This is an optimization exercise on Yosys and OpenROAD, whose aim is small area, not a production implementation. Function was checked by simulation only, so behaviour that the tests miss may differ from the original. No driver is modelled on the clock port, so clock power and skew are understated where the tree is cut down; a real chip needs a root buffer or a tree.

Design hdmi_tx_core, start of the top module:
module hdmi_tx_core (
    input clk,
    input rst,
    input [7:0] red,
    input [7:0] green,
    input [7:0] blue,
    output reg active,
    output reg [10:0] x,
    output reg [9:0] y,
    output [9:0] tmds_red,
    output [9:0] tmds_green,
    output [9:0] tmds_blue
  );
export LEC_CHECK = 0
export CAP_MARGIN = 20
export CORE_MARGIN = 2
export CORE_UTILIZATION = 40
export SLEW_MARGIN = 20
create_clock -name core_clock -period 5.0 [get_ports {clk}]
standard.sh (not shown) runs the stock make flow with config.mk's settings and CLKGATE_MAP_FILE= SYNTH_SCRIPT=/design/flow/synth_recipe.tcl, a recipe that flattens the netlist after the stock synthesis.
==> flow/flow/run.sh <==
#!/bin/bash
# Layout flow: the standard flow (standard.sh) with
#  - synthesis by flow/synth.tcl (area-oriented ABC script flow/area.abc,
#    no adder cell extraction; registers as in the standard synthesis),
#  - the smallest buffer (buf_1) on each port,
#  - a hand-built clock tree (flow/mcts.tcl) in place of clock_tree_synthesis.
set -euo pipefail
F=$PWD/flow
export MY_ABC_SCRIPT=$F/area.abc
export MCTS_N=6 MCTS_BUF=sky130_fd_sc_hd__clkbuf_8 MCTS_ROOT=sky130_fd_sc_hd__clkbuf_4
export PRE_CTS_TCL=$F/mcts.tcl
bash standard.sh \
  SYNTH_SCRIPT=$F/synth.tcl \
  PRE_CTS_TCL=$F/mcts.tcl \
  BUFFER_PORTS_ARGS="-buffer_cell sky130_fd_sc_hd__buf_1" \
  finish > standard.log 2>&1
==> flow/flow/area.abc <==
strash
&get -n
&deepsyn -T 30
&put
dch -f
amap
topo
==> flow/flow/synth.tcl <==
# The standard synthesis (synth_recipe.tcl), with two changes to the
# combinational mapping only: no full/half-adder cell extraction, and the ABC
# script named by MY_ABC_SCRIPT. The registers are mapped exactly as in the
# standard synthesis.
proc synth {args} { yosys synth -nofsm -noshare {*}$args }
proc abc {args} {
  set i [lsearch -exact $args -script]
  if { $i >= 0 } {
    lset args [expr {$i + 1}] $::env(MY_ABC_SCRIPT)
  }
  yosys abc {*}$args
}
proc extract_fa {args} { }
source $::env(SCRIPTS_DIR)/synth.tcl
# left out here: clear keep_hierarchy, flatten, clean up, hide names made inside functions, write 1_2_yosys.v
Other scripts of this flow, unchanged in this note and not shown: flow/flow/mcts.tcl
Then changed:
--- a/flow/flow/run.sh
+++ b/flow/flow/run.sh
@@ -3,2 +3,3 @@
-#  - synthesis by flow/synth.tcl (area-oriented ABC script flow/area.abc,
-#    no adder cell extraction; registers as in the standard synthesis),
+#  - synthesis by flow/synth.tcl: area-oriented ABC scripts (flow/*.abc),
+#    best of several runs, no adder cell extraction; registers exactly as in
+#    the standard synthesis,
@@ -6 +7,3 @@
-#  - a hand-built clock tree (flow/mcts.tcl) in place of clock_tree_synthesis.
+#  - a hand-built, balanced clock tree (flow/mcts.tcl) in place of
+#    clock_tree_synthesis: one clkbuf_4 root, six clkbuf_8 leaves.
+# All tool output goes to standard.log and ORFS's own logs under orfs/logs.
@@ -9 +12,2 @@
-export MY_ABC_SCRIPT=$F/area.abc
+export MY_FLOW_DIR=$F
+export MY_ABC_RUNS="deep_nf.abc:0 deep_nf.abc:1 deep_nf.abc:2 deep_nf.abc:3 deep_amap.abc:0"
==> flow/flow/deep_amap.abc (new file) <==
strash
&get -n
&deepsyn -T 30 -S @SEED@
&put
dch -f
amap
topo
==> flow/flow/deep_nf.abc (new file) <==
strash
&get -n
&deepsyn -T 30 -S @SEED@
&dch -f
&nf -R 1000
&put
topo
==> flow/flow/synth.tcl (replaced) <==
# The standard synthesis (synth_recipe.tcl), with two changes to the
# combinational mapping only: no full/half-adder cell extraction, and ABC
# run with area-oriented scripts instead of ORFS's speed script. Each entry
# "SCRIPT:SEED" of MY_ABC_RUNS is tried (SCRIPT's @SEED@ replaced by SEED) and
# the mapping with the smallest cell area is kept. The registers are mapped
# exactly as in the standard synthesis.
proc synth {args} { yosys synth -nofsm -noshare {*}$args }
proc abc_area_now {} {
  set s [tee -q -s result.string stat -liberty [lindex $::env(LIB_FILES) 0]]
  if { [regexp {Chip area for module [^:]*:\s*([0-9.]+)} $s -> a] } { return $a }
  return 1e30
}
proc abc {args} {
  set i [lsearch -exact $args -script]
  design -save my_pre_abc
  set best 1e30
  set bestrun ""
  set k 0
  foreach run $::env(MY_ABC_RUNS) {
    lassign [split $run :] script seed
    set f [open $::env(MY_FLOW_DIR)/$script r]
    set tmpl [read $f]
    close $f
    design -load my_pre_abc
    set sf $::env(OBJECTS_DIR)/abc_run$k.abc
    set f [open $sf w]
    puts $f [string map [list @SEED@ $seed] $tmpl]
    close $f
    set a2 $args
    lset a2 [expr {$i + 1}] $sf
    yosys abc {*}$a2
    set a [abc_area_now]
    puts "abc run $run: area $a"
    if { $a < $best } {
      set best $a
      set bestrun $run
      design -save my_best_abc
    }
    incr k
  }
  puts "abc: keeping run $bestrun, area $best"
  design -load my_best_abc
}
proc extract_fa {args} { }
source $::env(SCRIPTS_DIR)/synth.tcl
# left out here: clear keep_hierarchy, flatten, clean up, hide names made inside functions, write 1_2_yosys.v
removed: flow/flow/area.abc
After rerunning: Final area drops by 1.0%; routed wire length falls by 7.1%; sequential share of layout area climbs by 0.45 points; via count drops by 12%; global-route usage goes down by 1.1 points.
No run of this note takes its clock network from TritonCTS; it comes from the design's own scripts or RTL.

[re-timing with driven ports]
No port has a modelled driver above. Below, the same layouts with a new extraction and two added sets of constraints.
Step 1, drivers: a clkbuf_16 drives clk and a buf_2 each remaining input, both assumed.
Step 2 moves the port delays by t, midway between the first and last clock arrival at a register: inputs arrive t later, outputs are due t later. That takes back most of the time a late clock gives input paths.
a / b / c = ideal / step 1 / step 2; a / b = the first two.
run	t, ns	setup slack, ns	clock arrival spread, ns
the first run	0.475	0.596 / 0.596 / 0.596	0.012 / 0.012
the second run	0.456	0.828 / 0.828 / 0.828	0.011 / 0.011
After both steps setup and hold are still met in every run listed.
